From an optimization exercise on the open Yosys and OpenROAD flow, aimed at small area and a short achievable clock period; shortcuts taken in it are not production practice. Where RTL was checked, it was by simulation tests only, not by an equivalence proof against the original. Power and IR drop assume default switching activity.

==> inputs of trial 34 <==
Design adder, start of the top module:
module adder #(
    parameter N = 512,
    parameter p = 512'h65b48e8f740f89bffc8ab0d15e3e4c4ab42d083aedc88c425afbfcc69322c9cda7aac6c567f35507516730cc1f0b4f25c2721bf457aca8351b81b90533c6c87b,
    parameter word_size = 32,
    parameter chunks = N/word_size
    ) (
    input clk,
    input rst,
    input c_in,
    input wire [N-1:0] X, Y,
    output wire [N:0] Z,
    output reg done
);
==> flow/config.mk <==
export PLATFORM = sky130hd
export DESIGN_NAME = adder
export DESIGN_NICKNAME = adder
export VERILOG_FILES = /design/flow/design.v
export SDC_FILE = /design/flow/constraint.sdc
export NUM_CORES = 4
export LEC_CHECK = 0
export ABC_AREA = 1
export CAP_MARGIN = 20
export CORE_AREA = 10 10 370 370
export CTS_CLUSTER_DIAMETER = 80
export CTS_CLUSTER_SIZE = 30
export DIE_AREA = 0 0 380 380
export SLEW_MARGIN = 20
export SYNTH_HIERARCHICAL = 1
export SYNTH_MINIMUM_KEEP_SIZE = 0
==> flow/constraint.sdc <==
create_clock -name core_clock -period 10.0 [get_ports {clk}]
set_input_delay 2.0000 -clock core_clock [delete_from_list [all_inputs] [get_ports {clk}]]
set_output_delay 2.0000 -clock core_clock [all_outputs]
set_load 0.01 [all_outputs]
standard.sh (not shown) runs the stock make flow with config.mk's settings and CLKGATE_MAP_FILE= SYNTH_SCRIPT=/design/flow/synth_recipe.tcl, a recipe that flattens the netlist after the stock synthesis.
==> flow/flow/run.sh <==
#!/bin/bash
# Own layout flow: the standard flow with the standard synthesis unchanged, and
#  - port buffers made from plain buffers (buf_1, resized later as timing needs) instead of the
#    default delay buffer,
#  - pins allowed on every routing track of the die's edge, so that the die can be small,
set -euo pipefail
MARGIN=${MARGIN:-6.5}
bash standard.sh \
  "BUFFER_PORTS_ARGS=-buffer_cell sky130_fd_sc_hd__buf_1" \
  "PLACE_PINS_ARGS=-min_distance 1 -min_distance_in_tracks" \
  "SETUP_SLACK_MARGIN=$MARGIN" \
  finish > standard.log 2>&1
==> inputs of trial 66, as changes to trial 34 <==
--- a/flow/design.v
+++ b/flow/design.v
@@ -10,18 +10,18 @@
     input wire [N-1:0] X, Y,
     output wire [N:0] Z,
     output reg done
 );
 reg state;
 reg [511:0] bs;    
 reg [170:0] bg;    
 reg cr;           
-reg [512:0] zr;    
-assign Z = zr;
+reg zc;           
+assign Z = {zc, bs};    
 always @(posedge clk) begin
     if (rst) begin
         state <= 1'b0;
         done <= 1'b0;
     end else begin
         state <= 1'b1;
         done <= state;
     end
@@ -880,17 +880,16 @@
 adder_fa fa509 (.a(X[509]), .b(Y[509]), .ci(ic[508]), .s(isum[509]), .co(ic[509]));
 assign icout[169] = ic[509];
 assign isum[510] = X[510] ^ Y[510];
 assign ic[510] = X[510] & Y[510];
 adder_fa fa511 (.a(X[511]), .b(Y[511]), .ci(ic[510]), .s(isum[511]), .co(ic[511]));
 assign icout[170] = ic[511];
 always @(posedge clk) begin
     cr <= c_in;
-    bs <= isum;
     bg <= icout;
 end
 wire [170:0] bp;
 assign bp[0] = &bs[2:0];
 assign bp[1] = &bs[5:3];
 assign bp[2] = &bs[8:6];
 assign bp[3] = &bs[11:9];
 assign bp[4] = &bs[14:12];
@@ -3971,17 +3970,20 @@
 adder_ha ha507 (.a(bs[507]), .b(bc[169]), .s(zsum[507]), .co(oc[507]));
 adder_ha ha508 (.a(bs[508]), .b(oc[507]), .s(zsum[508]), .co(oc[508]));
 assign zsum[509] = bs[509] ^ oc[508];
 assign oc[509] = bs[509] & oc[508];
 adder_ha ha510 (.a(bs[510]), .b(bc[170]), .s(zsum[510]), .co(oc[510]));
 assign zsum[511] = bs[511] ^ oc[510];
 assign oc[511] = bs[511] & oc[510];
 always @(posedge clk) begin
-    if (!done) zr <= {bc[171], zsum};
+    if (!done) begin
+        bs <= state ? zsum : isum;
+        zc <= bc[171];
+    end
 end
 endmodule
 module adder_fa (input a, input b, input ci, output s, output co);
 assign {co, s} = a + b + ci;
 endmodule
 module adder_ha (input a, input b, output s, output co);
 assign {co, s} = a + b;
 endmodule
==> flow/flow/run.sh (replaced) <==
#!/bin/bash
# Own layout flow: the standard flow with the standard synthesis unchanged, and
#  - port buffers made from plain buffers (buf_1, resized later as timing needs) instead of the
#    default delay buffer,
#  - pins allowed on every routing track of the die's edge, so that the die can be small,
#  - after global placement, each output buffer moved next to the register that drives it
#    (move_outbufs.tcl); detailed placement legalizes it,
#  - clock tree sinks clustered in groups of up to 20 within 50 um, without dummy loads.
# Each tool's full output stays in orfs/logs/; make's output goes to standard.log and
# move_outbufs.log here.
set -euo pipefail
MARGIN=${MARGIN:-6.5}
HERE=$(pwd)
ARGS=(
  "BUFFER_PORTS_ARGS=-buffer_cell sky130_fd_sc_hd__buf_1"
  "PLACE_PINS_ARGS=-min_distance 1 -min_distance_in_tracks"
  "SETUP_SLACK_MARGIN=$MARGIN"
  "CTS_ARGS=-sink_clustering_enable -repair_clock_nets -sink_clustering_size 20 -sink_clustering_max_diameter 50 -dont_use_dummy_load"
)
RES=$HERE/orfs/results/sky130hd/adder/base
bash standard.sh "${ARGS[@]}" "$RES/3_3_place_gp.odb" > standard.log 2>&1
ODB_FILE=$RES/3_3_place_gp.odb openroad -no_init -exit "$HERE/flow/move_outbufs.tcl" > move_outbufs.log 2>&1
bash standard.sh "${ARGS[@]}" finish >> standard.log 2>&1
==> flow/flow/move_outbufs.tcl (new file) <==
# Moves each output port's buffer next to the register that drives it, so that the register
# drives a short wire and the (resizable) buffer drives the wire to the pin.
read_db $::env(ODB_FILE)
set block [ord::get_db_block]
set moved 0
foreach bterm [$block getBTerms] {
  if {[$bterm getIoType] ne "OUTPUT"} continue
  set net [$bterm getNet]
  if {$net eq "NULL"} continue
  set buf ""
  foreach it [$net getITerms] { if {[$it isOutputSignal]} { set buf [$it getInst] } }
  if {$buf eq ""} continue
  set drv ""
  foreach it [$buf getITerms] {
    if {[$it isInputSignal]} {
      set innet [$it getNet]
      if {$innet eq "NULL"} continue
      foreach jt [$innet getITerms] { if {[$jt isOutputSignal]} { set drv [$jt getInst] } }
    }
  }
  if {$drv eq ""} continue
  set loc [$drv getLocation]
  $buf setLocation [lindex $loc 0] [lindex $loc 1]
  incr moved
}
puts "moved $moved output buffers"
write_db $::env(ODB_FILE)
==> run notes <==
quantity	trial 34	trial 66
Vias after detailed routing	34500	40600
Max FFs per register	513	512
RSZ-0062 raised after global routing	yes	no
Smallest hold slack	394 ps	617 ps
Reg2Reg Setup Slack	6730 ps	6650 ps
Cell area after synthesis	50500 um2	46100 um2
Run status	no timing/DRC/antenna violations	no timing/DRC/antenna violations
Post-route minimum period	3470 ps	3460 ps
Cells after Synth	3689	4653
Multi-input gate area in the final layout	20400 um2	26000 um2
Placed Instance Area	58500 um2	53700 um2
Number of setup buffers added after CTS	3	2
Starting utilization of the core area	39.1%	35.7%
Reg power frac	53.7%	39.6%
Function not checked in trial 34: the RTL went through the layout flow alone.

==> port drivers added, routing unchanged <==
In the flow no input, the clock included, has a driving cell. The finished layouts below were timed again as built, in two steps.
Step 1 sets driving cells, clkbuf_16 on the clock port and buf_2 on the other inputs (assumed; they add their load-dependent delay and slew).
Step 2 times the ports against the registers' clock, not the clock port: input delays grow and output delays shrink by t, the midpoint of the rising clock arrivals with the driver on.
Three values: ideal ports, drivers, drivers and shift; two values: the first two.
run	t (ns)	slack for setup (ns)	latest minus earliest clock arrival (ns)	slew at the worst register clock pin (ns)
trial 34	0.769	6.531 / 6.460 / 6.566	0.034 / 0.034	0.12 / 0.12
trial 66	0.742	6.535 / 6.460 / 6.188	0.074 / 0.073	0.07 / 0.07
After both steps every run listed still meets setup and hold. The setup slack of trial 66, which loses most, moves by -0.075 ns with the drivers and by -0.347 ns with both steps.
